This design comes from an exercise in tuning for small area, a short achievable clock period and few clock cycles per item on the open sky130 flow, not from production work.
Where RTL was checked, it was by simulation tests only, not by an equivalence proof against the original.
For run 1, only the layout was checked, not whether the RTL still works.

==> flow/design.v, too long to show whole: its modules and the start of the top module <==
// module milestone1: 187 lines
// module m1_engine1: 643 lines
// module m1_final: 117 lines
// module m1_pre: 176 lines
// module m1_filter: 162 lines
module milestone1 (
    input  logic        CLOCK_50_I,
    input  logic        resetn,
    input  logic        M1_start,
    input  logic [15:0] SRAM_read_data,
    output logic [15:0] SRAM_write_data,
    output logic [17:0] SRAM_address,
    output logic        SRAM_we_n,
    output logic        M1_done
);
  // ...
==> flow/run.sh <==
#!/bin/bash
# synth_recipe.tcl (not shown) runs the flow's synth.tcl, then flattens the netlist and writes it again
# the make line also repeats each setting of config.mk as NAME=value (left out here)
make -C /OpenROAD-flow-scripts/flow DESIGN_CONFIG=/design/flow/config.mk WORK_HOME=/design/flow/orfs CLKGATE_MAP_FILE= SYNTH_SCRIPT=/design/flow/synth_recipe.tcl finish
==> flow/config.mk <==
export PLATFORM = sky130hd
export DESIGN_NAME = milestone1
export DESIGN_NICKNAME = milestone1
export VERILOG_FILES = /design/flow/design.v
export SDC_FILE = /design/flow/constraint.sdc
export NUM_CORES = 4
export LEC_CHECK = 0
export CAP_MARGIN = 20
export CORE_MARGIN = 2
export CORE_UTILIZATION = 40
export SETUP_SLACK_MARGIN = 5
export SLEW_MARGIN = 20
export SYNTH_HIERARCHICAL = 1
export SYNTH_MINIMUM_KEEP_SIZE = 0
==> flow/constraint.sdc <==
create_clock -name core_clock -period 10.5 [get_ports {CLOCK_50_I}]
set_input_delay 2.1000 -clock core_clock [delete_from_list [all_inputs] [get_ports {CLOCK_50_I}]]
set_output_delay 2.1000 -clock core_clock [all_outputs]
set_load 0.01 [all_outputs]
==> run summary, run 1 <==
- Status: complete, no violations
- Fraction of area in registers: 33.08%
- Inverters: 436
- Gr ovfl total: 0
- Finished Cell Area: 28110 sq um
- Vias in the first global route: 17380
- Pin count of the biggest net entering global routing: 63
- IO buf count: 54
- GRT busiest layer: met2
- Most common cell after layout, fill and taps aside: inv_1
- N_taps: 855
- Clock Path Buffers: 3
- Final Setup Violations: 0
- Hold Vio Cnt, Final: 0
- Met3 Routed Length: 2.608 mm
- NonClk Buf Share: 2.244%
- Worst min-delay path class: flip-flop to flip-flop
- # IOs: 55
- Multi-input logic area: 14020 sq um
- Crit-path max cell delay: 0.65 ns
- Post-route DRC: 0
- Layout cells sized above 1: 6.912%
- Critical path arrival: 5.43 ns
- Max Clk Rate: 0.2043 GHz
- CTS Sinks: 376
- CTS Buf Count: 43
- Worst Clk Skew: 0.03109 ns
- Met1 Track Usage GR: 23.64%
- Max cap viols: 0
- Multi-input combinational area share: 49.89%
- Die width: 259.9 um
==> module milestone1, before the edit <==
module milestone1 (
    input  logic        CLOCK_50_I,
    input  logic        resetn,
    input  logic        M1_start,
    input  logic [15:0] SRAM_read_data,
    output logic [15:0] SRAM_write_data,
    output logic [17:0] SRAM_address,
    output logic        SRAM_we_n,
    output logic        M1_done
);
localparam logic [17:0] U_BASE   = 18'd38400;
localparam logic [17:0] V_BASE   = 18'd57600;
localparam logic [17:0] RGB_BASE = 18'd146944;
logic        run;          
logic        pro_n;        
logic        wr;           
logic [4:0]  ph;           
logic [15:0] k;            
logic [7:0]  jc;           
logic [17:0] wa;           
logic [7:0] us [0:6];
logic [7:0] vs [0:6];
always_ff @(posedge CLOCK_50_I) begin
    if (ph[1]) begin
        if (!k[0]) begin
            us[0] <= us[2]; us[1] <= us[3]; us[2] <= us[4]; us[3] <= us[5]; us[4] <= us[6];
            us[5] <= SRAM_read_data[15:8]; us[6] <= SRAM_read_data[7:0];
        end else begin
            vs[0] <= vs[2]; vs[1] <= vs[3]; vs[2] <= vs[4]; vs[3] <= vs[5]; vs[4] <= vs[6];
            vs[5] <= SRAM_read_data[15:8]; vs[6] <= SRAM_read_data[7:0];
        end
    end
end
logic use_v;                        
logic c_j0, c_j1, c_j157, c_j158, c_j159, c_odd;    
logic c_ne, c_no;                   
always_ff @(posedge CLOCK_50_I) begin
    use_v  <= ph[0];
    c_j0   <= (jc == 8'd0);
    c_j1   <= (jc == 8'd1);
    c_j157 <= (jc == 8'd157);
    c_j158 <= (jc == 8'd158);
    c_j159 <= (jc == 8'd159);
    c_odd  <= jc[0];
    c_ne   <= !jc[0] && jc != 8'd0 && jc != 8'd158;
    c_no   <= jc[0] && jc != 8'd1 && jc != 8'd157 && jc != 8'd159;
end
wire [7:0] S0 = use_v ? vs[0] : us[0];
wire [7:0] S1 = use_v ? vs[1] : us[1];
wire [7:0] S2 = use_v ? vs[2] : us[2];
wire [7:0] S3 = use_v ? vs[3] : us[3];
wire [7:0] S4 = use_v ? vs[4] : us[4];
wire [7:0] S5 = use_v ? vs[5] : us[5];
wire [7:0] S6 = use_v ? vs[6] : us[6];
function automatic [7:0] pick(input [3:0] sel, input [7:0] a, input [7:0] b,
                              input [7:0] c, input [7:0] d);
    pick = ({8{sel[0]}} & a) | ({8{sel[1]}} & b) | ({8{sel[2]}} & c) | ({8{sel[3]}} & d);
endfunction
wire [7:0] x0 = pick({1'b0, c_j0, c_j1 | c_j158 | c_ne, c_j157 | c_j159 | c_no}, S0, S1, S3, 8'd0);
wire [7:0] x1 = pick({1'b0, c_j0, c_j158 | c_ne, c_j1 | c_j157 | c_j159 | c_no}, S1, S2, S3, 8'd0);
wire [7:0] x2 = pick({2'b0, c_j0 | c_j158 | c_ne, c_j1 | c_j157 | c_j159 | c_no}, S2, S3, 8'd0, 8'd0);
wire [7:0] x3 = pick({1'b0, c_j0 | c_j158 | c_ne, c_j1 | c_j157 | c_no, c_j159}, S2, S3, S4, 8'd0);
wire [7:0] x4 = pick({1'b0, c_j0 | c_ne, c_j1 | c_j157 | c_j158 | c_no, c_j159}, S2, S4, S5, 8'd0);
wire [7:0] x5 = pick({c_j0 | c_ne, c_j1 | c_no, c_j157 | c_j158, c_j159}, S2, S4, S5, S6);
logic [9:0] d1, d2;                 
logic [8:0] a3;
wire [9:0] d1_n, d2_n;
wire [8:0] a3_n;
m1_pre u_pre (.x0(x0), .x1(x1), .x2(x2), .x3(x3), .x4(x4), .x5(x5),
    .d1(d1_n), .d2(d2_n), .a3(a3_n));
always_ff @(posedge CLOCK_50_I) begin
    d1 <= d1_n;
    d2 <= d2_n;
    a3 <= a3_n;
end
wire [8:0] fw;                      
m1_filter u_filter (.d1(d1), .d2(d2), .a3(a3), .fs(fw));
logic [7:0] op_y, ylo;
logic [8:0] op_u, op_v;             
logic [8:0] fv;                     
wire [7:0] ue = c_odd ? us[2] : us[3];    
wire [7:0] ve = c_odd ? vs[2] : vs[1];    
always_ff @(posedge CLOCK_50_I) begin
    if (ph[2]) begin
        op_y <= SRAM_read_data[15:8];
        ylo  <= SRAM_read_data[7:0];
        fv   <= fw;
    end
    if (ph[3]) begin
        op_u <= {ue[7], ~ue[7], ue[6:0]};
        op_v <= {ve[7], ~ve[7], ve[6:0]};
    end
    if (ph[4]) begin
        op_y <= ylo;
        op_u <= fw;
        op_v <= fv;
    end
end
wire [10:0] r_ha, r_hb, g_ha, g_hb, b_ha, b_hb;
wire [3:0]  r_gg, r_gp, g_gg, g_gp, b_gg, b_gp;
m1_engine1 u_e1 (.py(op_y), .pu(op_u), .pv(op_v),
    .tr_ha(r_ha), .tr_hb(r_hb), .tr_gg(r_gg), .tr_gp(r_gp),
    .tg_ha(g_ha), .tg_hb(g_hb), .tg_gg(g_gg), .tg_gp(g_gp),
    .tb_ha(b_ha), .tb_hb(b_hb), .tb_gg(b_gg), .tb_gp(b_gp));
logic [10:0] q_r_ha, q_r_hb, q_g_ha, q_g_hb, q_b_ha, q_b_hb;
logic [3:0]  q_r_gg, q_r_gp, q_g_gg, q_g_gp, q_b_gg, q_b_gp;
logic        q_ku, q_kv;
always_ff @(posedge CLOCK_50_I) begin
    q_r_ha <= r_ha; q_r_hb <= r_hb; q_r_gg <= r_gg; q_r_gp <= r_gp;
    q_g_ha <= g_ha; q_g_hb <= g_hb; q_g_gg <= g_gg; q_g_gp <= g_gp;
    q_b_ha <= b_ha; q_b_hb <= b_hb; q_b_gg <= b_gg; q_b_gp <= b_gp;
    q_ku <= ~op_u[8] & ~op_u[7];
    q_kv <= ~op_v[8] & ~op_v[7];
end
wire [10:0] tr, tg, tb;
m1_final u_fr (.ha(q_r_ha), .hb(q_r_hb), .gg(q_r_gg), .gp(q_r_gp), .t(tr));
m1_final u_fg (.ha(q_g_ha), .hb(q_g_hb), .gg(q_g_gg), .gp(q_g_gp), .t(tg));
m1_final u_fb (.ha(q_b_ha), .hb(q_b_hb), .gg(q_b_gg), .gp(q_b_gp), .t(tb));
function automatic [7:0] clip(input [10:0] t, input kill);
    clip = {8{~kill & t[10]}} & ({8{t[9] | t[8]}} | t[7:0]);
endfunction
wire [7:0] cr = clip(tr, q_kv);
wire [7:0] cg = clip(tg, q_ku | q_kv);
wire [7:0] cb = clip(tb, q_ku);
logic [7:0] b0;
always_ff @(posedge CLOCK_50_I) begin
    if (ph[0]) b0 <= cb;
    if (ph[0])      SRAM_write_data <= {cr, cg};
    else if (ph[1]) SRAM_write_data <= {b0, cr};
    else            SRAM_write_data <= {cg, cb};
end
wire [15:0] ynext = k - 16'd4;               
wire [14:0] cidx = k[15:1];                  
always_ff @(posedge CLOCK_50_I) begin
    if (!run) begin
        wr <= 1'b0;
        k <= 16'd0;
        jc <= 8'd155;
        wa <= RGB_BASE;
    end else begin
        if ((ph[0] || ph[1] || ph[2]) && wr) wa <= wa + 18'd1;
        if (ph[4]) begin
            k <= k + 16'd1;
            jc <= c_j159 ? 8'd0 : jc + 8'd1;
            wr <= pro_n;
        end
    end
end
always_ff @(posedge CLOCK_50_I or negedge resetn) begin
    if (!resetn) begin
        run <= 1'b0;
        pro_n <= 1'b0;
        ph <= 5'b10000;
        SRAM_address <= 18'd0;
        SRAM_we_n <= 1'b1;
        M1_done <= 1'b0;
    end else if (!run) begin
        if (M1_start && !M1_done) begin
            run <= 1'b1;
            SRAM_address <= V_BASE;                
        end
        pro_n <= 1'b0;
        ph <= 5'b10000;
        SRAM_we_n <= 1'b1;
    end else begin
        ph <= {ph[3:0], ph[4]};
        if (ph[0] || ph[1] || ph[2]) begin         
            SRAM_address <= wa;
            SRAM_we_n <= !wr;
        end
        if (ph[3]) begin                           
            SRAM_we_n <= 1'b1;
            if (k[0]) SRAM_address <= U_BASE + {3'd0, cidx};
            else      SRAM_address <= V_BASE + {3'd0, cidx};
            if (wr && wa == 18'd0) begin
                run <= 1'b0;
                M1_done <= 1'b1;
            end
        end
        if (ph[4]) begin                           
            SRAM_address <= {2'd0, ynext};
            SRAM_we_n <= 1'b1;
            if (c_j159) pro_n <= 1'b1;
        end
    end
end
endmodule
==> module m1_pre, before the edit <==
module m1_pre (
    input  wire [7:0] x0,
    input  wire [7:0] x1,
    input  wire [7:0] x2,
    input  wire [7:0] x3,
    input  wire [7:0] x4,
    input  wire [7:0] x5,
    output wire [9:0] d1,
    output wire [9:0] d2,
    output wire [8:0] a3
);
wire p_n0 = x0[0] ^ x5[0] ^ ~x1[0];
wire p_n1 = (x0[0] & x5[0]) | (x0[0] & ~x1[0]) | (x5[0] & ~x1[0]);
wire p_n2 = ~(x0[1] ^ x5[1]);
wire p_n3 = x0[1] | x5[1];
wire p_n4 = ~x1[1] ^ ~x4[1] ^ p_n2;
wire p_n5 = (~x1[1] & ~x4[1]) | (~x1[1] & p_n2) | (~x4[1] & p_n2);
wire p_n6 = x0[2] ^ x5[2] ^ ~x1[2];
wire p_n7 = (x0[2] & x5[2]) | (x0[2] & ~x1[2]) | (x5[2] & ~x1[2]);
wire p_n8 = ~x4[2] ^ p_n3 ^ p_n6;
wire p_n9 = (~x4[2] & p_n3) | (~x4[2] & p_n6) | (p_n3 & p_n6);
wire p_n10 = x0[3] ^ x5[3] ^ ~x1[3];
wire p_n11 = (x0[3] & x5[3]) | (x0[3] & ~x1[3]) | (x5[3] & ~x1[3]);
wire p_n12 = ~x4[3] ^ p_n7 ^ p_n10;
wire p_n13 = (~x4[3] & p_n7) | (~x4[3] & p_n10) | (p_n7 & p_n10);
wire p_n14 = x0[4] ^ x5[4] ^ ~x1[4];
wire p_n15 = (x0[4] & x5[4]) | (x0[4] & ~x1[4]) | (x5[4] & ~x1[4]);
wire p_n16 = ~x4[4] ^ p_n11 ^ p_n14;
wire p_n17 = (~x4[4] & p_n11) | (~x4[4] & p_n14) | (p_n11 & p_n14);
wire p_n18 = x0[5] ^ x5[5] ^ ~x1[5];
wire p_n19 = (x0[5] & x5[5]) | (x0[5] & ~x1[5]) | (x5[5] & ~x1[5]);
wire p_n20 = ~x4[5] ^ p_n15 ^ p_n18;
wire p_n21 = (~x4[5] & p_n15) | (~x4[5] & p_n18) | (p_n15 & p_n18);
wire p_n22 = x0[6] ^ x5[6] ^ ~x1[6];
wire p_n23 = (x0[6] & x5[6]) | (x0[6] & ~x1[6]) | (x5[6] & ~x1[6]);
wire p_n24 = ~x4[6] ^ p_n19 ^ p_n22;
wire p_n25 = (~x4[6] & p_n19) | (~x4[6] & p_n22) | (p_n19 & p_n22);
wire p_n26 = x0[7] ^ x5[7] ^ ~x1[7];
wire p_n27 = (x0[7] & x5[7]) | (x0[7] & ~x1[7]) | (x5[7] & ~x1[7]);
wire p_n28 = ~x4[7] ^ p_n23 ^ p_n26;
wire p_n29 = (~x4[7] & p_n23) | (~x4[7] & p_n26) | (p_n23 & p_n26);
wire [9:0] d1_a = {1'b0, p_n27, p_n25, p_n21, p_n17, p_n13, p_n9, p_n5, p_n1, ~x4[0]};
wire [9:0] d1_b = {1'b0, p_n29, p_n28, p_n24, p_n20, p_n16, p_n12, p_n8, p_n4, p_n0};
wire [9:0] d1_g = d1_a & d1_b;
wire [9:0] d1_p = d1_a ^ d1_b;
wire d1_G0_1 = d1_g[1] | (d1_p[1] & d1_g[0]);
wire d1_P0_1 = d1_p[1] & d1_p[0];
wire d1_G0_3 = d1_g[3] | (d1_p[3] & d1_g[2]);
wire d1_P0_3 = d1_p[3] & d1_p[2];
wire d1_G0_5 = d1_g[5] | (d1_p[5] & d1_g[4]);
wire d1_P0_5 = d1_p[5] & d1_p[4];
wire d1_G0_7 = d1_g[7] | (d1_p[7] & d1_g[6]);
wire d1_P0_7 = d1_p[7] & d1_p[6];
wire d1_G0_9 = d1_g[9] | (d1_p[9] & d1_g[8]);
wire d1_P0_9 = d1_p[9] & d1_p[8];
wire d1_G1_2 = d1_g[2] | (d1_p[2] & d1_G0_1);
wire d1_P1_2 = d1_p[2] & d1_P0_1;
wire d1_G1_3 = d1_G0_3 | (d1_P0_3 & d1_G0_1);
wire d1_P1_3 = d1_P0_3 & d1_P0_1;
wire d1_G1_6 = d1_g[6] | (d1_p[6] & d1_G0_5);
wire d1_P1_6 = d1_p[6] & d1_P0_5;
wire d1_G1_7 = d1_G0_7 | (d1_P0_7 & d1_G0_5);
wire d1_P1_7 = d1_P0_7 & d1_P0_5;
wire d1_G2_4 = d1_g[4] | (d1_p[4] & d1_G1_3);
wire d1_P2_4 = d1_p[4] & d1_P1_3;
wire d1_G2_5 = d1_G0_5 | (d1_P0_5 & d1_G1_3);
wire d1_P2_5 = d1_P0_5 & d1_P1_3;
wire d1_G2_6 = d1_G1_6 | (d1_P1_6 & d1_G1_3);
wire d1_P2_6 = d1_P1_6 & d1_P1_3;
wire d1_G2_7 = d1_G1_7 | (d1_P1_7 & d1_G1_3);
wire d1_P2_7 = d1_P1_7 & d1_P1_3;
wire d1_G3_8 = d1_g[8] | (d1_p[8] & d1_G2_7);
wire d1_P3_8 = d1_p[8] & d1_P2_7;
wire d1_G3_9 = d1_G0_9 | (d1_P0_9 & d1_G2_7);
wire d1_P3_9 = d1_P0_9 & d1_P2_7;
wire [9:0] d1_c = {d1_G3_8, d1_G2_7, d1_G2_6, d1_G2_5, d1_G2_4, d1_G1_3, d1_G1_2, d1_G0_1, d1_g[0], 1'b0};
assign d1 = d1_p ^ d1_c;
wire p_n30 = x2[0] ^ x3[0] ^ ~x1[0];
wire p_n31 = (x2[0] & x3[0]) | (x2[0] & ~x1[0]) | (x3[0] & ~x1[0]);
wire p_n32 = ~(x2[1] ^ x3[1]);
wire p_n33 = x2[1] | x3[1];
wire p_n34 = ~x1[1] ^ ~x4[1] ^ p_n32;
wire p_n35 = (~x1[1] & ~x4[1]) | (~x1[1] & p_n32) | (~x4[1] & p_n32);
wire p_n36 = x2[2] ^ x3[2] ^ ~x1[2];
wire p_n37 = (x2[2] & x3[2]) | (x2[2] & ~x1[2]) | (x3[2] & ~x1[2]);
wire p_n38 = ~x4[2] ^ p_n33 ^ p_n36;
wire p_n39 = (~x4[2] & p_n33) | (~x4[2] & p_n36) | (p_n33 & p_n36);
wire p_n40 = x2[3] ^ x3[3] ^ ~x1[3];
wire p_n41 = (x2[3] & x3[3]) | (x2[3] & ~x1[3]) | (x3[3] & ~x1[3]);
wire p_n42 = ~x4[3] ^ p_n37 ^ p_n40;
wire p_n43 = (~x4[3] & p_n37) | (~x4[3] & p_n40) | (p_n37 & p_n40);
wire p_n44 = x2[4] ^ x3[4] ^ ~x1[4];
wire p_n45 = (x2[4] & x3[4]) | (x2[4] & ~x1[4]) | (x3[4] & ~x1[4]);
wire p_n46 = ~x4[4] ^ p_n41 ^ p_n44;
wire p_n47 = (~x4[4] & p_n41) | (~x4[4] & p_n44) | (p_n41 & p_n44);
wire p_n48 = x2[5] ^ x3[5] ^ ~x1[5];
wire p_n49 = (x2[5] & x3[5]) | (x2[5] & ~x1[5]) | (x3[5] & ~x1[5]);
wire p_n50 = ~x4[5] ^ p_n45 ^ p_n48;
wire p_n51 = (~x4[5] & p_n45) | (~x4[5] & p_n48) | (p_n45 & p_n48);
wire p_n52 = x2[6] ^ x3[6] ^ ~x1[6];
wire p_n53 = (x2[6] & x3[6]) | (x2[6] & ~x1[6]) | (x3[6] & ~x1[6]);
wire p_n54 = ~x4[6] ^ p_n49 ^ p_n52;
wire p_n55 = (~x4[6] & p_n49) | (~x4[6] & p_n52) | (p_n49 & p_n52);
wire p_n56 = x2[7] ^ x3[7] ^ ~x1[7];
wire p_n57 = (x2[7] & x3[7]) | (x2[7] & ~x1[7]) | (x3[7] & ~x1[7]);
wire p_n58 = ~x4[7] ^ p_n53 ^ p_n56;
wire p_n59 = (~x4[7] & p_n53) | (~x4[7] & p_n56) | (p_n53 & p_n56);
wire [9:0] d2_a = {1'b0, p_n57, p_n55, p_n51, p_n47, p_n43, p_n39, p_n35, p_n31, ~x4[0]};
wire [9:0] d2_b = {1'b0, p_n59, p_n58, p_n54, p_n50, p_n46, p_n42, p_n38, p_n34, p_n30};
wire [9:0] d2_g = d2_a & d2_b;
wire [9:0] d2_p = d2_a ^ d2_b;
wire d2_G0_1 = d2_g[1] | (d2_p[1] & d2_g[0]);
wire d2_P0_1 = d2_p[1] & d2_p[0];
wire d2_G0_3 = d2_g[3] | (d2_p[3] & d2_g[2]);
wire d2_P0_3 = d2_p[3] & d2_p[2];
wire d2_G0_5 = d2_g[5] | (d2_p[5] & d2_g[4]);
wire d2_P0_5 = d2_p[5] & d2_p[4];
wire d2_G0_7 = d2_g[7] | (d2_p[7] & d2_g[6]);
wire d2_P0_7 = d2_p[7] & d2_p[6];
wire d2_G0_9 = d2_g[9] | (d2_p[9] & d2_g[8]);
wire d2_P0_9 = d2_p[9] & d2_p[8];
wire d2_G1_2 = d2_g[2] | (d2_p[2] & d2_G0_1);
wire d2_P1_2 = d2_p[2] & d2_P0_1;
wire d2_G1_3 = d2_G0_3 | (d2_P0_3 & d2_G0_1);
wire d2_P1_3 = d2_P0_3 & d2_P0_1;
wire d2_G1_6 = d2_g[6] | (d2_p[6] & d2_G0_5);
wire d2_P1_6 = d2_p[6] & d2_P0_5;
wire d2_G1_7 = d2_G0_7 | (d2_P0_7 & d2_G0_5);
wire d2_P1_7 = d2_P0_7 & d2_P0_5;
wire d2_G2_4 = d2_g[4] | (d2_p[4] & d2_G1_3);
wire d2_P2_4 = d2_p[4] & d2_P1_3;
wire d2_G2_5 = d2_G0_5 | (d2_P0_5 & d2_G1_3);
wire d2_P2_5 = d2_P0_5 & d2_P1_3;
wire d2_G2_6 = d2_G1_6 | (d2_P1_6 & d2_G1_3);
wire d2_P2_6 = d2_P1_6 & d2_P1_3;
wire d2_G2_7 = d2_G1_7 | (d2_P1_7 & d2_G1_3);
wire d2_P2_7 = d2_P1_7 & d2_P1_3;
wire d2_G3_8 = d2_g[8] | (d2_p[8] & d2_G2_7);
wire d2_P3_8 = d2_p[8] & d2_P2_7;
wire d2_G3_9 = d2_G0_9 | (d2_P0_9 & d2_G2_7);
wire d2_P3_9 = d2_P0_9 & d2_P2_7;
wire [9:0] d2_c = {d2_G3_8, d2_G2_7, d2_G2_6, d2_G2_5, d2_G2_4, d2_G1_3, d2_G1_2, d2_G0_1, d2_g[0], 1'b0};
assign d2 = d2_p ^ d2_c;
wire [8:0] a3_a = {1'b0, x2[7], x2[6], x2[5], x2[4], x2[3], x2[2], x2[1], x2[0]};
wire [8:0] a3_b = {1'b0, x3[7], x3[6], x3[5], x3[4], x3[3], x3[2], x3[1], x3[0]};
wire [8:0] a3_g = a3_a & a3_b;
wire [8:0] a3_p = a3_a ^ a3_b;
wire a3_G0_1 = a3_g[1] | (a3_p[1] & a3_g[0]);
wire a3_P0_1 = a3_p[1] & a3_p[0];
wire a3_G0_3 = a3_g[3] | (a3_p[3] & a3_g[2]);
wire a3_P0_3 = a3_p[3] & a3_p[2];
wire a3_G0_5 = a3_g[5] | (a3_p[5] & a3_g[4]);
wire a3_P0_5 = a3_p[5] & a3_p[4];
wire a3_G0_7 = a3_g[7] | (a3_p[7] & a3_g[6]);
wire a3_P0_7 = a3_p[7] & a3_p[6];
wire a3_G1_2 = a3_g[2] | (a3_p[2] & a3_G0_1);
wire a3_P1_2 = a3_p[2] & a3_P0_1;
wire a3_G1_3 = a3_G0_3 | (a3_P0_3 & a3_G0_1);
wire a3_P1_3 = a3_P0_3 & a3_P0_1;
wire a3_G1_6 = a3_g[6] | (a3_p[6] & a3_G0_5);
wire a3_P1_6 = a3_p[6] & a3_P0_5;
wire a3_G1_7 = a3_G0_7 | (a3_P0_7 & a3_G0_5);
wire a3_P1_7 = a3_P0_7 & a3_P0_5;
wire a3_G2_4 = a3_g[4] | (a3_p[4] & a3_G1_3);
wire a3_P2_4 = a3_p[4] & a3_P1_3;
wire a3_G2_5 = a3_G0_5 | (a3_P0_5 & a3_G1_3);
wire a3_P2_5 = a3_P0_5 & a3_P1_3;
wire a3_G2_6 = a3_G1_6 | (a3_P1_6 & a3_G1_3);
wire a3_P2_6 = a3_P1_6 & a3_P1_3;
wire a3_G2_7 = a3_G1_7 | (a3_P1_7 & a3_G1_3);
wire a3_P2_7 = a3_P1_7 & a3_P1_3;
wire a3_G3_8 = a3_g[8] | (a3_p[8] & a3_G2_7);
wire a3_P3_8 = a3_p[8] & a3_P2_7;
wire [8:0] a3_c = {a3_G2_7, a3_G2_6, a3_G2_5, a3_G2_4, a3_G1_3, a3_G1_2, a3_G0_1, a3_g[0], 1'b0};
assign a3 = a3_p ^ a3_c;
endmodule
==> run 2: changes to the inputs <==
--- a/flow/design.v
+++ b/flow/design.v
@@ -29,51 +29,61 @@
             us[5] <= SRAM_read_data[15:8]; us[6] <= SRAM_read_data[7:0];
         end else begin
             vs[0] <= vs[2]; vs[1] <= vs[3]; vs[2] <= vs[4]; vs[3] <= vs[5]; vs[4] <= vs[6];
             vs[5] <= SRAM_read_data[15:8]; vs[6] <= SRAM_read_data[7:0];
         end
     end
 end
 logic use_v;                        
-logic c_j0, c_j1, c_j157, c_j158, c_j159, c_odd;    
-logic c_ne, c_no;                   
+logic c_odd;
+logic sA, sB, sC, sD, sE, sF, sG, sH, sI, sJ, sK, sL;
+wire j0 = (jc == 8'd0), j1 = (jc == 8'd1), j157 = (jc == 8'd157);
+wire j158 = (jc == 8'd158), j159 = (jc == 8'd159);
+wire ne = !jc[0] && !j0 && !j158;
+wire no = jc[0] && !j1 && !j157 && !j159;
 always_ff @(posedge CLOCK_50_I) begin
-    use_v  <= ph[0];
-    c_j0   <= (jc == 8'd0);
-    c_j1   <= (jc == 8'd1);
-    c_j157 <= (jc == 8'd157);
-    c_j158 <= (jc == 8'd158);
-    c_j159 <= (jc == 8'd159);
-    c_odd  <= jc[0];
-    c_ne   <= !jc[0] && jc != 8'd0 && jc != 8'd158;
-    c_no   <= jc[0] && jc != 8'd1 && jc != 8'd157 && jc != 8'd159;
+    use_v <= ph[0];
+    c_odd <= jc[0];
+    sA <= j157 | j159 | no;
+    sB <= j1 | j158 | ne;
+    sC <= j0;
+    sD <= jc[0];
+    sE <= j158 | ne;
+    sF <= !jc[0];
+    sG <= j159;
+    sH <= j1 | j157 | no;
+    sI <= j1 | j157 | j158 | no;
+    sJ <= j0 | ne;
+    sK <= j157 | j158;
+    sL <= j1 | no;
 end
+wire c_j159 = sG;
 wire [7:0] S0 = use_v ? vs[0] : us[0];
 wire [7:0] S1 = use_v ? vs[1] : us[1];
 wire [7:0] S2 = use_v ? vs[2] : us[2];
 wire [7:0] S3 = use_v ? vs[3] : us[3];
 wire [7:0] S4 = use_v ? vs[4] : us[4];
 wire [7:0] S5 = use_v ? vs[5] : us[5];
 wire [7:0] S6 = use_v ? vs[6] : us[6];
 function automatic [7:0] pick(input [3:0] sel, input [7:0] a, input [7:0] b,
                               input [7:0] c, input [7:0] d);
     pick = ({8{sel[0]}} & a) | ({8{sel[1]}} & b) | ({8{sel[2]}} & c) | ({8{sel[3]}} & d);
 endfunction
-wire [7:0] x0 = pick({1'b0, c_j0, c_j1 | c_j158 | c_ne, c_j157 | c_j159 | c_no}, S0, S1, S3, 8'd0);
-wire [7:0] x1 = pick({1'b0, c_j0, c_j158 | c_ne, c_j1 | c_j157 | c_j159 | c_no}, S1, S2, S3, 8'd0);
-wire [7:0] x2 = pick({2'b0, c_j0 | c_j158 | c_ne, c_j1 | c_j157 | c_j159 | c_no}, S2, S3, 8'd0, 8'd0);
-wire [7:0] x3 = pick({1'b0, c_j0 | c_j158 | c_ne, c_j1 | c_j157 | c_no, c_j159}, S2, S3, S4, 8'd0);
-wire [7:0] x4 = pick({1'b0, c_j0 | c_ne, c_j1 | c_j157 | c_j158 | c_no, c_j159}, S2, S4, S5, 8'd0);
-wire [7:0] x5 = pick({c_j0 | c_ne, c_j1 | c_no, c_j157 | c_j158, c_j159}, S2, S4, S5, S6);
+wire [7:0] x0 = pick({1'b0, sC, sB, sA}, S0, S1, S3, 8'd0);
+wire [7:0] x1 = pick({1'b0, sC, sE, sD}, S1, S2, S3, 8'd0);
+wire [7:0] x2 = pick({2'b0, sF, sD}, S2, S3, 8'd0, 8'd0);
+wire [7:0] x3 = pick({1'b0, sF, sH, sG}, S2, S3, S4, 8'd0);
+wire [7:0] x4 = pick({1'b0, sJ, sI, sG}, S2, S4, S5, 8'd0);
+wire [7:0] x5 = pick({sJ, sL, sK, sG}, S2, S4, S5, S6);
 logic [9:0] d1, d2;                 
 logic [8:0] a3;
 wire [9:0] d1_n, d2_n;
 wire [8:0] a3_n;
-m1_pre u_pre (.x0(x0), .x1(x1), .x2(x2), .x3(x3), .x4(x4), .x5(x5),
+m1_pre u_pre (.x0(x0), .x1n(~x1), .x2(x2), .x3(x3), .x4n(~x4), .x5(x5),
     .d1(d1_n), .d2(d2_n), .a3(a3_n));
 always_ff @(posedge CLOCK_50_I) begin
     d1 <= d1_n;
     d2 <= d2_n;
     a3 <= a3_n;
 end
 wire [8:0] fw;                      
 m1_filter u_filter (.d1(d1), .d2(d2), .a3(a3), .fs(fw));
@@ -944,56 +954,56 @@
 wire u10_q2_0 = u10_q1_2 & u10_q1_0;
 wire u10_t3_0 = u10_t0_8 | (u10_q0_8 & u10_t2_0);
 wire u10_q3_0 = u10_q0_8 & u10_q2_0;
 wire s10 = hp[10] ^ (u10_t3_0 | (u10_q3_0 & cin));
 assign t = {s10, s9, s8, s7, s6, s5, s4, s3, s2, s1, s0};
 endmodule
 module m1_pre (
     input  wire [7:0] x0,
-    input  wire [7:0] x1,
+    input  wire [7:0] x1n,
     input  wire [7:0] x2,
     input  wire [7:0] x3,
-    input  wire [7:0] x4,
+    input  wire [7:0] x4n,
     input  wire [7:0] x5,
     output wire [9:0] d1,
     output wire [9:0] d2,
     output wire [8:0] a3
 );
-wire p_n0 = x0[0] ^ x5[0] ^ ~x1[0];
-wire p_n1 = (x0[0] & x5[0]) | (x0[0] & ~x1[0]) | (x5[0] & ~x1[0]);
-wire p_n2 = ~(x0[1] ^ x5[1]);
-wire p_n3 = x0[1] | x5[1];
-wire p_n4 = ~x1[1] ^ ~x4[1] ^ p_n2;
-wire p_n5 = (~x1[1] & ~x4[1]) | (~x1[1] & p_n2) | (~x4[1] & p_n2);
-wire p_n6 = x0[2] ^ x5[2] ^ ~x1[2];
-wire p_n7 = (x0[2] & x5[2]) | (x0[2] & ~x1[2]) | (x5[2] & ~x1[2]);
-wire p_n8 = ~x4[2] ^ p_n3 ^ p_n6;
-wire p_n9 = (~x4[2] & p_n3) | (~x4[2] & p_n6) | (p_n3 & p_n6);
-wire p_n10 = x0[3] ^ x5[3] ^ ~x1[3];
-wire p_n11 = (x0[3] & x5[3]) | (x0[3] & ~x1[3]) | (x5[3] & ~x1[3]);
-wire p_n12 = ~x4[3] ^ p_n7 ^ p_n10;
-wire p_n13 = (~x4[3] & p_n7) | (~x4[3] & p_n10) | (p_n7 & p_n10);
-wire p_n14 = x0[4] ^ x5[4] ^ ~x1[4];
-wire p_n15 = (x0[4] & x5[4]) | (x0[4] & ~x1[4]) | (x5[4] & ~x1[4]);
-wire p_n16 = ~x4[4] ^ p_n11 ^ p_n14;
-wire p_n17 = (~x4[4] & p_n11) | (~x4[4] & p_n14) | (p_n11 & p_n14);
-wire p_n18 = x0[5] ^ x5[5] ^ ~x1[5];
-wire p_n19 = (x0[5] & x5[5]) | (x0[5] & ~x1[5]) | (x5[5] & ~x1[5]);
-wire p_n20 = ~x4[5] ^ p_n15 ^ p_n18;
-wire p_n21 = (~x4[5] & p_n15) | (~x4[5] & p_n18) | (p_n15 & p_n18);
-wire p_n22 = x0[6] ^ x5[6] ^ ~x1[6];
-wire p_n23 = (x0[6] & x5[6]) | (x0[6] & ~x1[6]) | (x5[6] & ~x1[6]);
-wire p_n24 = ~x4[6] ^ p_n19 ^ p_n22;
-wire p_n25 = (~x4[6] & p_n19) | (~x4[6] & p_n22) | (p_n19 & p_n22);
-wire p_n26 = x0[7] ^ x5[7] ^ ~x1[7];
-wire p_n27 = (x0[7] & x5[7]) | (x0[7] & ~x1[7]) | (x5[7] & ~x1[7]);
-wire p_n28 = ~x4[7] ^ p_n23 ^ p_n26;
-wire p_n29 = (~x4[7] & p_n23) | (~x4[7] & p_n26) | (p_n23 & p_n26);
-wire [9:0] d1_a = {1'b0, p_n27, p_n25, p_n21, p_n17, p_n13, p_n9, p_n5, p_n1, ~x4[0]};
+wire p_n0 = x0[0] ^ x5[0] ^ x1n[0];
+wire p_n1 = (x0[0] & x5[0]) | (x0[0] & x1n[0]) | (x5[0] & x1n[0]);
+wire p_n2 = x0[1] ^ x5[1] ^ x1n[1];
+wire p_n3 = (x0[1] & x5[1]) | (x0[1] & x1n[1]) | (x5[1] & x1n[1]);
+wire p_n4 = x4n[1] ^ p_n1;
+wire p_n5 = x4n[1] & p_n1;
+wire p_n6 = x0[2] ^ x5[2] ^ x1n[2];
+wire p_n7 = (x0[2] & x5[2]) | (x0[2] & x1n[2]) | (x5[2] & x1n[2]);
+wire p_n8 = x4n[2] ^ p_n3 ^ p_n6;
+wire p_n9 = (x4n[2] & p_n3) | (x4n[2] & p_n6) | (p_n3 & p_n6);
+wire p_n10 = x0[3] ^ x5[3] ^ x1n[3];
+wire p_n11 = (x0[3] & x5[3]) | (x0[3] & x1n[3]) | (x5[3] & x1n[3]);
+wire p_n12 = x4n[3] ^ p_n7 ^ p_n10;
+wire p_n13 = (x4n[3] & p_n7) | (x4n[3] & p_n10) | (p_n7 & p_n10);
+wire p_n14 = x0[4] ^ x5[4] ^ x1n[4];
+wire p_n15 = (x0[4] & x5[4]) | (x0[4] & x1n[4]) | (x5[4] & x1n[4]);
+wire p_n16 = x4n[4] ^ p_n11 ^ p_n14;
+wire p_n17 = (x4n[4] & p_n11) | (x4n[4] & p_n14) | (p_n11 & p_n14);
+wire p_n18 = x0[5] ^ x5[5] ^ x1n[5];
+wire p_n19 = (x0[5] & x5[5]) | (x0[5] & x1n[5]) | (x5[5] & x1n[5]);
+wire p_n20 = x4n[5] ^ p_n15 ^ p_n18;
+wire p_n21 = (x4n[5] & p_n15) | (x4n[5] & p_n18) | (p_n15 & p_n18);
+wire p_n22 = x0[6] ^ x5[6] ^ x1n[6];
+wire p_n23 = (x0[6] & x5[6]) | (x0[6] & x1n[6]) | (x5[6] & x1n[6]);
+wire p_n24 = x4n[6] ^ p_n19 ^ p_n22;
+wire p_n25 = (x4n[6] & p_n19) | (x4n[6] & p_n22) | (p_n19 & p_n22);
+wire p_n26 = x0[7] ^ x5[7] ^ x1n[7];
+wire p_n27 = (x0[7] & x5[7]) | (x0[7] & x1n[7]) | (x5[7] & x1n[7]);
+wire p_n28 = x4n[7] ^ p_n23 ^ p_n26;
+wire p_n29 = (x4n[7] & p_n23) | (x4n[7] & p_n26) | (p_n23 & p_n26);
+wire [9:0] d1_a = {1'b0, p_n27, p_n25, p_n21, p_n17, p_n13, p_n9, p_n5, p_n2, x4n[0]};
 wire [9:0] d1_b = {1'b0, p_n29, p_n28, p_n24, p_n20, p_n16, p_n12, p_n8, p_n4, p_n0};
 wire [9:0] d1_g = d1_a & d1_b;
 wire [9:0] d1_p = d1_a ^ d1_b;
 wire d1_G0_1 = d1_g[1] | (d1_p[1] & d1_g[0]);
 wire d1_P0_1 = d1_p[1] & d1_p[0];
 wire d1_G0_3 = d1_g[3] | (d1_p[3] & d1_g[2]);
 wire d1_P0_3 = d1_p[3] & d1_p[2];
 wire d1_G0_5 = d1_g[5] | (d1_p[5] & d1_g[4]);
@@ -1019,47 +1029,47 @@
 wire d1_G2_7 = d1_G1_7 | (d1_P1_7 & d1_G1_3);
 wire d1_P2_7 = d1_P1_7 & d1_P1_3;
 wire d1_G3_8 = d1_g[8] | (d1_p[8] & d1_G2_7);
 wire d1_P3_8 = d1_p[8] & d1_P2_7;
 wire d1_G3_9 = d1_G0_9 | (d1_P0_9 & d1_G2_7);
 wire d1_P3_9 = d1_P0_9 & d1_P2_7;
 wire [9:0] d1_c = {d1_G3_8, d1_G2_7, d1_G2_6, d1_G2_5, d1_G2_4, d1_G1_3, d1_G1_2, d1_G0_1, d1_g[0], 1'b0};
 assign d1 = d1_p ^ d1_c;
-wire p_n30 = x2[0] ^ x3[0] ^ ~x1[0];
-wire p_n31 = (x2[0] & x3[0]) | (x2[0] & ~x1[0]) | (x3[0] & ~x1[0]);
-wire p_n32 = ~(x2[1] ^ x3[1]);
-wire p_n33 = x2[1] | x3[1];
-wire p_n34 = ~x1[1] ^ ~x4[1] ^ p_n32;
-wire p_n35 = (~x1[1] & ~x4[1]) | (~x1[1] & p_n32) | (~x4[1] & p_n32);
-wire p_n36 = x2[2] ^ x3[2] ^ ~x1[2];
-wire p_n37 = (x2[2] & x3[2]) | (x2[2] & ~x1[2]) | (x3[2] & ~x1[2]);
-wire p_n38 = ~x4[2] ^ p_n33 ^ p_n36;
-wire p_n39 = (~x4[2] & p_n33) | (~x4[2] & p_n36) | (p_n33 & p_n36);
-wire p_n40 = x2[3] ^ x3[3] ^ ~x1[3];
-wire p_n41 = (x2[3] & x3[3]) | (x2[3] & ~x1[3]) | (x3[3] & ~x1[3]);
-wire p_n42 = ~x4[3] ^ p_n37 ^ p_n40;
-wire p_n43 = (~x4[3] & p_n37) | (~x4[3] & p_n40) | (p_n37 & p_n40);
-wire p_n44 = x2[4] ^ x3[4] ^ ~x1[4];
-wire p_n45 = (x2[4] & x3[4]) | (x2[4] & ~x1[4]) | (x3[4] & ~x1[4]);
-wire p_n46 = ~x4[4] ^ p_n41 ^ p_n44;
-wire p_n47 = (~x4[4] & p_n41) | (~x4[4] & p_n44) | (p_n41 & p_n44);
-wire p_n48 = x2[5] ^ x3[5] ^ ~x1[5];
-wire p_n49 = (x2[5] & x3[5]) | (x2[5] & ~x1[5]) | (x3[5] & ~x1[5]);
-wire p_n50 = ~x4[5] ^ p_n45 ^ p_n48;
-wire p_n51 = (~x4[5] & p_n45) | (~x4[5] & p_n48) | (p_n45 & p_n48);
-wire p_n52 = x2[6] ^ x3[6] ^ ~x1[6];
-wire p_n53 = (x2[6] & x3[6]) | (x2[6] & ~x1[6]) | (x3[6] & ~x1[6]);
-wire p_n54 = ~x4[6] ^ p_n49 ^ p_n52;
-wire p_n55 = (~x4[6] & p_n49) | (~x4[6] & p_n52) | (p_n49 & p_n52);
-wire p_n56 = x2[7] ^ x3[7] ^ ~x1[7];
-wire p_n57 = (x2[7] & x3[7]) | (x2[7] & ~x1[7]) | (x3[7] & ~x1[7]);
-wire p_n58 = ~x4[7] ^ p_n53 ^ p_n56;
-wire p_n59 = (~x4[7] & p_n53) | (~x4[7] & p_n56) | (p_n53 & p_n56);
-wire [9:0] d2_a = {1'b0, p_n57, p_n55, p_n51, p_n47, p_n43, p_n39, p_n35, p_n31, ~x4[0]};
+wire p_n30 = x2[0] ^ x3[0] ^ x1n[0];
+wire p_n31 = (x2[0] & x3[0]) | (x2[0] & x1n[0]) | (x3[0] & x1n[0]);
+wire p_n32 = x2[1] ^ x3[1] ^ x1n[1];
+wire p_n33 = (x2[1] & x3[1]) | (x2[1] & x1n[1]) | (x3[1] & x1n[1]);
+wire p_n34 = x4n[1] ^ p_n31;
+wire p_n35 = x4n[1] & p_n31;
+wire p_n36 = x2[2] ^ x3[2] ^ x1n[2];
+wire p_n37 = (x2[2] & x3[2]) | (x2[2] & x1n[2]) | (x3[2] & x1n[2]);
+wire p_n38 = x4n[2] ^ p_n33 ^ p_n36;
+wire p_n39 = (x4n[2] & p_n33) | (x4n[2] & p_n36) | (p_n33 & p_n36);
+wire p_n40 = x2[3] ^ x3[3] ^ x1n[3];
+wire p_n41 = (x2[3] & x3[3]) | (x2[3] & x1n[3]) | (x3[3] & x1n[3]);
+wire p_n42 = x4n[3] ^ p_n37 ^ p_n40;
+wire p_n43 = (x4n[3] & p_n37) | (x4n[3] & p_n40) | (p_n37 & p_n40);
+wire p_n44 = x2[4] ^ x3[4] ^ x1n[4];
+wire p_n45 = (x2[4] & x3[4]) | (x2[4] & x1n[4]) | (x3[4] & x1n[4]);
+wire p_n46 = x4n[4] ^ p_n41 ^ p_n44;
+wire p_n47 = (x4n[4] & p_n41) | (x4n[4] & p_n44) | (p_n41 & p_n44);
+wire p_n48 = x2[5] ^ x3[5] ^ x1n[5];
+wire p_n49 = (x2[5] & x3[5]) | (x2[5] & x1n[5]) | (x3[5] & x1n[5]);
+wire p_n50 = x4n[5] ^ p_n45 ^ p_n48;
+wire p_n51 = (x4n[5] & p_n45) | (x4n[5] & p_n48) | (p_n45 & p_n48);
+wire p_n52 = x2[6] ^ x3[6] ^ x1n[6];
+wire p_n53 = (x2[6] & x3[6]) | (x2[6] & x1n[6]) | (x3[6] & x1n[6]);
+wire p_n54 = x4n[6] ^ p_n49 ^ p_n52;
+wire p_n55 = (x4n[6] & p_n49) | (x4n[6] & p_n52) | (p_n49 & p_n52);
+wire p_n56 = x2[7] ^ x3[7] ^ x1n[7];
+wire p_n57 = (x2[7] & x3[7]) | (x2[7] & x1n[7]) | (x3[7] & x1n[7]);
+wire p_n58 = x4n[7] ^ p_n53 ^ p_n56;
+wire p_n59 = (x4n[7] & p_n53) | (x4n[7] & p_n56) | (p_n53 & p_n56);
+wire [9:0] d2_a = {1'b0, p_n57, p_n55, p_n51, p_n47, p_n43, p_n39, p_n35, p_n32, x4n[0]};
 wire [9:0] d2_b = {1'b0, p_n59, p_n58, p_n54, p_n50, p_n46, p_n42, p_n38, p_n34, p_n30};
 wire [9:0] d2_g = d2_a & d2_b;
 wire [9:0] d2_p = d2_a ^ d2_b;
 wire d2_G0_1 = d2_g[1] | (d2_p[1] & d2_g[0]);
 wire d2_P0_1 = d2_p[1] & d2_p[0];
 wire d2_G0_3 = d2_g[3] | (d2_p[3] & d2_g[2]);
 wire d2_P0_3 = d2_p[3] & d2_p[2];
 wire d2_G0_5 = d2_g[5] | (d2_p[5] & d2_g[4]);
@@ -1129,86 +1139,96 @@
     input  wire [8:0] a3,
     output wire [8:0] fs
 );
 wire f_n0 = ~d1[0];
 wire f_n1 = d1[1] ^ d1[0];
 wire f_n2 = d1[1] & d1[0];
 wire f_n3 = d1[2] ^ d1[0] ^ ~d2[2];
 wire f_n4 = (d1[2] & d1[0]) | (d1[2] & ~d2[2]) | (d1[0] & ~d2[2]);
-wire f_n5 = d1[3] ^ d1[1] ^ ~d2[3];
-wire f_n6 = (d1[3] & d1[1]) | (d1[3] & ~d2[3]) | (d1[1] & ~d2[3]);
-wire f_n7 = d1[4] ^ d1[2] ^ d1[0];
-wire f_n8 = (d1[4] & d1[2]) | (d1[4] & d1[0]) | (d1[2] & d1[0]);
-wire f_n9 = ~d2[4] ^ f_n6;
-wire f_n10 = ~d2[4] & f_n6;
-wire f_n11 = d1[5] ^ d1[3] ^ d1[1];
-wire f_n12 = (d1[5] & d1[3]) | (d1[5] & d1[1]) | (d1[3] & d1[1]);
-wire f_n13 = d2[0] ^ ~d2[5] ^ f_n8;
-wire f_n14 = (d2[0] & ~d2[5]) | (d2[0] & f_n8) | (~d2[5] & f_n8);
-wire f_n15 = f_n11 ^ f_n10;
-wire f_n16 = f_n11 & f_n10;
-wire f_n17 = d1[6] ^ d1[4] ^ d1[2];
-wire f_n18 = (d1[6] & d1[4]) | (d1[6] & d1[2]) | (d1[4] & d1[2]);
-wire f_n19 = d2[1] ^ ~d2[6] ^ f_n12;
-wire f_n20 = (d2[1] & ~d2[6]) | (d2[1] & f_n12) | (~d2[6] & f_n12);
-wire f_n21 = f_n17 ^ f_n14 ^ f_n19;
-wire f_n22 = (f_n17 & f_n14) | (f_n17 & f_n19) | (f_n14 & f_n19);
-wire f_n23 = ~(d1[7] ^ d1[5]);
-wire f_n24 = d1[7] | d1[5];
-wire f_n25 = d1[3] ^ d2[2] ^ a3[0];
-wire f_n26 = (d1[3] & d2[2]) | (d1[3] & a3[0]) | (d2[2] & a3[0]);
-wire f_n27 = ~d2[7] ^ f_n23 ^ f_n18;
-wire f_n28 = (~d2[7] & f_n23) | (~d2[7] & f_n18) | (f_n23 & f_n18);
-wire f_n29 = f_n25 ^ f_n20 ^ f_n27;
-wire f_n30 = (f_n25 & f_n20) | (f_n25 & f_n27) | (f_n20 & f_n27);
-wire f_n31 = d1[8] ^ d1[6] ^ d1[4];
-wire f_n32 = (d1[8] & d1[6]) | (d1[8] & d1[4]) | (d1[6] & d1[4]);
-wire f_n33 = d2[3] ^ a3[1] ^ ~d2[8];
-wire f_n34 = (d2[3] & a3[1]) | (d2[3] & ~d2[8]) | (a3[1] & ~d2[8]);
-wire f_n35 = f_n24 ^ f_n26 ^ f_n31;
-wire f_n36 = (f_n24 & f_n26) | (f_n24 & f_n31) | (f_n26 & f_n31);
-wire f_n37 = f_n33 ^ f_n28 ^ f_n35;
-wire f_n38 = (f_n33 & f_n28) | (f_n33 & f_n35) | (f_n28 & f_n35);
-wire f_n39 = d1[9] ^ d1[7] ^ d1[5];
-wire f_n40 = (d1[9] & d1[7]) | (d1[9] & d1[5]) | (d1[7] & d1[5]);
-wire f_n41 = d2[4] ^ a3[2] ^ ~d2[9];
-wire f_n42 = (d2[4] & a3[2]) | (d2[4] & ~d2[9]) | (a3[2] & ~d2[9]);
-wire f_n43 = f_n32 ^ f_n34 ^ f_n39;
-wire f_n44 = (f_n32 & f_n34) | (f_n32 & f_n39) | (f_n34 & f_n39);
-wire f_n45 = f_n41 ^ f_n36 ^ f_n43;
-wire f_n46 = (f_n41 & f_n36) | (f_n41 & f_n43) | (f_n36 & f_n43);
-wire f_n47 = ~(d1[8] ^ d1[6]);
-wire f_n48 = d1[8] | d1[6];
-wire f_n49 = d2[5] ^ a3[3] ^ f_n47;
-wire f_n50 = (d2[5] & a3[3]) | (d2[5] & f_n47) | (a3[3] & f_n47);
-wire f_n51 = f_n40 ^ f_n42 ^ f_n49;
-wire f_n52 = (f_n40 & f_n42) | (f_n40 & f_n49) | (f_n42 & f_n49);
-wire f_n53 = f_n44 ^ f_n51;
-wire f_n54 = f_n44 & f_n51;
-wire f_n55 = d1[9] ^ d1[7] ^ d2[6];
-wire f_n56 = (d1[9] & d1[7]) | (d1[9] & d2[6]) | (d1[7] & d2[6]);
-wire f_n57 = a3[4] ^ f_n48 ^ f_n55;
-wire f_n58 = (a3[4] & f_n48) | (a3[4] & f_n55) | (f_n48 & f_n55);
-wire f_n59 = f_n50 ^ f_n57 ^ f_n52;
-wire f_n60 = (f_n50 & f_n57) | (f_n50 & f_n52) | (f_n57 & f_n52);
-wire f_n61 = ~(d1[8] ^ d2[7]);
-wire f_n62 = d1[8] | d2[7];
-wire f_n63 = a3[5] ^ f_n61 ^ f_n56;
-wire f_n64 = (a3[5] & f_n61) | (a3[5] & f_n56) | (f_n61 & f_n56);
-wire f_n65 = f_n58 ^ f_n63;
-wire f_n66 = f_n58 & f_n63;
-wire f_n67 = d1[9] ^ d2[8] ^ a3[6];
-wire f_n68 = (d1[9] & d2[8]) | (d1[9] & a3[6]) | (d2[8] & a3[6]);
-wire f_n69 = f_n62 ^ f_n67 ^ f_n64;
-wire f_n70 = (f_n62 & f_n67) | (f_n62 & f_n64) | (f_n67 & f_n64);
-wire f_n71 = d2[9] ^ a3[7] ^ f_n68;
-wire f_n72 = (d2[9] & a3[7]) | (d2[9] & f_n68) | (a3[7] & f_n68);
-wire [16:0] fs_a = {1'b0, a3[8], f_n71, f_n66, f_n65, f_n54, f_n46, f_n38, f_n30, f_n22, f_n16, f_n13, f_n7, f_n4, f_n2, ~d2[1], ~d2[0]};
-wire [16:0] fs_b = {1'b0, f_n72, f_n70, f_n69, f_n60, f_n59, f_n53, f_n45, f_n37, f_n29, f_n21, f_n15, f_n9, f_n5, f_n3, f_n1, f_n0};
+wire f_n5 = ~(d1[3] ^ d1[1]);
+wire f_n6 = d1[3] | d1[1];
+wire f_n7 = ~d2[3] ^ f_n5;
+wire f_n8 = ~d2[3] & f_n5;
+wire f_n9 = d1[4] ^ d1[2] ^ d1[0];
+wire f_n10 = (d1[4] & d1[2]) | (d1[4] & d1[0]) | (d1[2] & d1[0]);
+wire f_n11 = ~d2[4] ^ f_n6 ^ f_n8;
+wire f_n12 = (~d2[4] & f_n6) | (~d2[4] & f_n8) | (f_n6 & f_n8);
+wire f_n13 = ~(d1[5] ^ d1[3]);
+wire f_n14 = d1[5] | d1[3];
+wire f_n15 = d1[1] ^ d2[0] ^ ~d2[5];
+wire f_n16 = (d1[1] & d2[0]) | (d1[1] & ~d2[5]) | (d2[0] & ~d2[5]);
+wire f_n17 = f_n13 ^ f_n10 ^ f_n15;
+wire f_n18 = (f_n13 & f_n10) | (f_n13 & f_n15) | (f_n10 & f_n15);
+wire f_n19 = ~(d1[6] ^ d1[4]);
+wire f_n20 = d1[6] | d1[4];
+wire f_n21 = d1[2] ^ d2[1] ^ ~d2[6];
+wire f_n22 = (d1[2] & d2[1]) | (d1[2] & ~d2[6]) | (d2[1] & ~d2[6]);
+wire f_n23 = f_n14 ^ f_n19 ^ f_n16;
+wire f_n24 = (f_n14 & f_n19) | (f_n14 & f_n16) | (f_n19 & f_n16);
+wire f_n25 = f_n21 ^ f_n23;
+wire f_n26 = f_n21 & f_n23;
+wire f_n27 = ~(d1[7] ^ d1[5]);
+wire f_n28 = d1[7] | d1[5];
+wire f_n29 = d1[3] ^ d2[2] ^ a3[0];
+wire f_n30 = (d1[3] & d2[2]) | (d1[3] & a3[0]) | (d2[2] & a3[0]);
+wire f_n31 = ~d2[7] ^ f_n20 ^ f_n27;
+wire f_n32 = (~d2[7] & f_n20) | (~d2[7] & f_n27) | (f_n20 & f_n27);
+wire f_n33 = f_n22 ^ f_n29 ^ f_n31;
+wire f_n34 = (f_n22 & f_n29) | (f_n22 & f_n31) | (f_n29 & f_n31);
+wire f_n35 = f_n24 ^ f_n26;
+wire f_n36 = f_n24 & f_n26;
+wire f_n37 = d1[8] ^ d1[6] ^ d1[4];
+wire f_n38 = (d1[8] & d1[6]) | (d1[8] & d1[4]) | (d1[6] & d1[4]);
+wire f_n39 = d2[3] ^ a3[1] ^ ~d2[8];
+wire f_n40 = (d2[3] & a3[1]) | (d2[3] & ~d2[8]) | (a3[1] & ~d2[8]);
+wire f_n41 = f_n28 ^ f_n30 ^ f_n37;
+wire f_n42 = (f_n28 & f_n30) | (f_n28 & f_n37) | (f_n30 & f_n37);
+wire f_n43 = f_n39 ^ f_n32 ^ f_n41;
+wire f_n44 = (f_n39 & f_n32) | (f_n39 & f_n41) | (f_n32 & f_n41);
+wire f_n45 = f_n34 ^ f_n36;
+wire f_n46 = f_n34 & f_n36;
+wire f_n47 = d1[9] ^ d1[7] ^ d1[5];
+wire f_n48 = (d1[9] & d1[7]) | (d1[9] & d1[5]) | (d1[7] & d1[5]);
+wire f_n49 = d2[4] ^ a3[2] ^ ~d2[9];
+wire f_n50 = (d2[4] & a3[2]) | (d2[4] & ~d2[9]) | (a3[2] & ~d2[9]);
+wire f_n51 = f_n38 ^ f_n40 ^ f_n47;
+wire f_n52 = (f_n38 & f_n40) | (f_n38 & f_n47) | (f_n40 & f_n47);
+wire f_n53 = f_n49 ^ f_n42 ^ f_n51;
+wire f_n54 = (f_n49 & f_n42) | (f_n49 & f_n51) | (f_n42 & f_n51);
+wire f_n55 = f_n44 ^ f_n53;
+wire f_n56 = f_n44 & f_n53;
+wire f_n57 = ~(d1[8] ^ d1[6]);
+wire f_n58 = d1[8] | d1[6];
+wire f_n59 = d2[5] ^ a3[3] ^ f_n57;
+wire f_n60 = (d2[5] & a3[3]) | (d2[5] & f_n57) | (a3[3] & f_n57);
+wire f_n61 = f_n48 ^ f_n50 ^ f_n59;
+wire f_n62 = (f_n48 & f_n50) | (f_n48 & f_n59) | (f_n50 & f_n59);
+wire f_n63 = f_n52 ^ f_n61 ^ f_n54;
+wire f_n64 = (f_n52 & f_n61) | (f_n52 & f_n54) | (f_n61 & f_n54);
+wire f_n65 = d1[9] ^ d1[7] ^ d2[6];
+wire f_n66 = (d1[9] & d1[7]) | (d1[9] & d2[6]) | (d1[7] & d2[6]);
+wire f_n67 = a3[4] ^ f_n58 ^ f_n65;
+wire f_n68 = (a3[4] & f_n58) | (a3[4] & f_n65) | (f_n58 & f_n65);
+wire f_n69 = f_n60 ^ f_n67 ^ f_n62;
+wire f_n70 = (f_n60 & f_n67) | (f_n60 & f_n62) | (f_n67 & f_n62);
+wire f_n71 = ~(d1[8] ^ d2[7]);
+wire f_n72 = d1[8] | d2[7];
+wire f_n73 = a3[5] ^ f_n71 ^ f_n66;
+wire f_n74 = (a3[5] & f_n71) | (a3[5] & f_n66) | (f_n71 & f_n66);
+wire f_n75 = f_n68 ^ f_n73;
+wire f_n76 = f_n68 & f_n73;
+wire f_n77 = d1[9] ^ d2[8] ^ a3[6];
+wire f_n78 = (d1[9] & d2[8]) | (d1[9] & a3[6]) | (d2[8] & a3[6]);
+wire f_n79 = f_n72 ^ f_n77 ^ f_n74;
+wire f_n80 = (f_n72 & f_n77) | (f_n72 & f_n74) | (f_n77 & f_n74);
+wire f_n81 = d2[9] ^ a3[7] ^ f_n78;
+wire f_n82 = (d2[9] & a3[7]) | (d2[9] & f_n78) | (a3[7] & f_n78);
+wire [16:0] fs_a = {1'b0, a3[8], f_n81, f_n76, f_n75, f_n69, f_n56, f_n46, f_n43, f_n33, f_n18, f_n12, f_n9, f_n4, f_n2, ~d2[1], ~d2[0]};
+wire [16:0] fs_b = {1'b0, f_n82, f_n80, f_n79, f_n70, f_n64, f_n63, f_n55, f_n45, f_n35, f_n25, f_n17, f_n11, f_n7, f_n3, f_n1, f_n0};
 wire [16:0] fs_g = fs_a & fs_b;
 wire [16:0] fs_p = fs_a ^ fs_b;
 wire fs_lo_t0_0 = fs_g[1] | (fs_p[1] & fs_g[0]);
 wire fs_lo_t0_2 = fs_g[3] | (fs_p[3] & fs_g[2]);
 wire fs_lo_q0_2 = fs_p[3] & fs_p[2];
 wire fs_lo_t0_4 = fs_g[5] | (fs_p[5] & fs_g[4]);
 wire fs_lo_q0_4 = fs_p[5] & fs_p[4];
 wire fs_lo_t0_6 = fs_g[7] | (fs_p[7] & fs_g[6]);
==> run 2 against run 1 <==
  * Final area decreased by 0.27%
  * Hold slack improved by 0.0071 ns
  * Via count decreased by 1.7%
  * Critical path depth decreased by 1
  * Synthesized area increased by 0.10%
  * Final cell count decreased by 2.1%
==> run summary, run 2 <==
- CTS Sinks: 380 (+1.1%)
- Worst slew pin tran: 1.066 ns
- Post-Route WL: 60.73 mm
- # IOs: 55 (unchanged)
- First-pass GRT wire length: 96.16 mm
- CP top delay family: adder cells
- IO buf count: 54 (unchanged)
- ANT cells: 0
- Clk root buf: clkbuf_16
- Final Slew Violations: 0
- Setup TNS: 0 ns
- Status: complete, no violations
- Rel. slew slack: 28.87%
- Worst Clk Skew: 0.02114 ns (-0.009954 ns)
- Placed inst area: 26630 sq um
- Gr ovfl total: 0 (unchanged)
- WP data required: 11.02 ns
- Max cap viols: 0 (unchanged)
- Post-route DRC: 0 (unchanged)
- Gr usage total: 18.35%
- GPL Wtd Cong: 0.9032
- FF-to-FF setup slack: 5.91 ns
- DR WL/cell: 19.13 um
- # resized after CTS: 0
- Area growth syn-to-layout: 6.884%
- Starting Density: 40.54%
- Hold_buf cts: 0
- FF-to-FF path depth: 11
- Final Setup Violations: 0 (unchanged)
- Worst R2R Start: use_v
- Critical path fanouts, max: 56
- Initial drt markers: 1183
- Layout Cells excl Fill: 3175
- Vias per std cell: 5.094
- Startpoint types: flip-flop
- RR Endpoint: d1[8]
- Clock Path Buffers: 3 (unchanged)
- Critical path arrival: 5.11 ns (-0.32 ns)
- Min Clock Period, post-route: 4.586 ns
- Cell Rows: 93
- Crit-path max cell delay: 0.65 ns (about the same)
- Endpoint, Worst Hold: vs[2][5]
- Reg clk slew, reported paths: 0.06 ns
- Mapped Area: 26230 sq um
- DRT Pass-1 Iters: 7
- Die footprint: 67630 sq um
- Worst Min Path Start: vs[4][5]
- Clock latency (worst-skew pair): 0.59 ns
- Mean Syn Cell Area: 11.06 sq um
- RSZ-0062 raised after global routing: no
- Core area: 64700 sq um
- Vias in the first global route: 17170 (-1.2%)
- Vias: 16170
- Nets: 2763
- Post-Synthesis Cells: 2371
- Number of fill cells: 6080
- Antenna Nets Post-Route: 0
- Crit path buf inv count: 2
- Die width: 260.1 um (about the same)
- CTS tree: yes
- Commonest non-fill, non-tap cells in the layout: inv_1, fa_1, ha_1, dfxtp_1, edfxtp_1
- Crit share post-route: 43.67%
- Crit-path slowest cell: a222oi_1
- Hold depth: 0
- Worst min-delay path class: flip-flop to flip-flop
- Antenna violations before repair: 6
- Worst path cell trace: buf_4 > mux2_2 > a222oi_1 > fa_1 > ha_1 > fa_1 > a211oi_1 > o21ai_1 > a31oi_1 > fa_1 > inv_1
- Die Y: 260.1 um
- Final hold slack: 0.4382 ns
- Placed instance count: 3095
- Layout cells sized above 1: 7.888% (+0.98 points)
- Finished Cell Area: 28030 sq um (-0.27%)
- CTS Buf Count: 43 (unchanged)
- Setup CP Type: flip-flop to flip-flop
- Post-CTS Setup Repair Bufs: 0
- Max Clk Rate: 0.2181 GHz (+6.7%)
- Dpl hpwl: 46.57 mm
- Syn. warnings: 9
- Hold Vio Cnt, Final: 0 (unchanged)
- Regs by FF count: us (56), vs (56)
- Most common cell after layout, fill and taps aside: inv_1
- Htree depth: 2
- Pin count of the biggest net entering global routing: 91 (+44%)
- Critical Path End Type: flip-flop
- Cell mode on critical path: fa_1
-- run 2: per-layer routing --
layer  wire length, um  up-vias  track usage (%)
li1                  -     7651                -
met1             26750     8014            24.14
met2             29130      392            30.53
met3              3147      107            3.548
met4              1643       10            5.714
met5                58        -                0
-- run 2: area by class of cell --
class / count / area, sq um / area share [%]
multi-input combinational: 1396 / 14050 / 50.13
clock inverter: 11 / 146.4 / 0.5222
timing repair buffer: 68 / 645.6 / 2.303
inverter: 396 / 1486 / 5.303
tap: 855 / 1070 / 3.816
sequential: 380 / 9378 / 33.45
clock buffer: 69 / 1254 / 4.472
-- run 2: how the worst max path moves through the flow --
stage                      from     to  slack [ns]  cells past startpoint
final                     use_v  d1[8]        5.91                     11
after floorplan           use_v  d2[9]        6.24                     12
after global routing      use_v  d1[8]        5.66                     11
after CTS                 use_v  d1[8]        5.91                     11
after global placement    use_v  d1[8]        6.01                     11
after detailed placement  use_v  d1[8]        5.94                     11
-- run 2: metrics by stage --
| stage | setup slack (ns) | utilization (%) |
|---|---|---|
| after global routing | 5.656 | 43.33 |
| after floorplan | 6.244 | - |
| final | 5.914 | 43.33 |
| after global placement | 6.010 | 41.16 |
| after detailed placement | 5.936 | 41.16 |
| after CTS | 5.906 | 43.33 |
Testbench counts of run 2, summed over its fixed seeds: cycles 1,152,162, pixels 460,800.

static timing again, ports no longer ideal:
The results above use ideal ports. As a check the final layouts listed here were re-extracted and re-timed, cells and wires unchanged.
Step 1 sets driving cells, clkbuf_16 on the clock port and buf_2 on the other inputs (assumed; they add their load-dependent delay and slew).
Step 2 times the ports against the registers' clock, not the clock port: input delays grow and output delays shrink by t, the midpoint of the rising clock arrivals with the driver on.
Three values: no drivers, after step 1, after step 2; two values: the first two.
run | shift t [ns] | setup WS [ns] | hold slack, ns
run 1 | 0.631 | 5.606 / 5.606 / 5.606 | 0.431 / 0.431 / 0.431
run 2 | 0.637 | 5.914 / 5.914 / 5.914 | 0.438 / 0.438 / 0.438
After both steps every run listed still meets setup and hold.
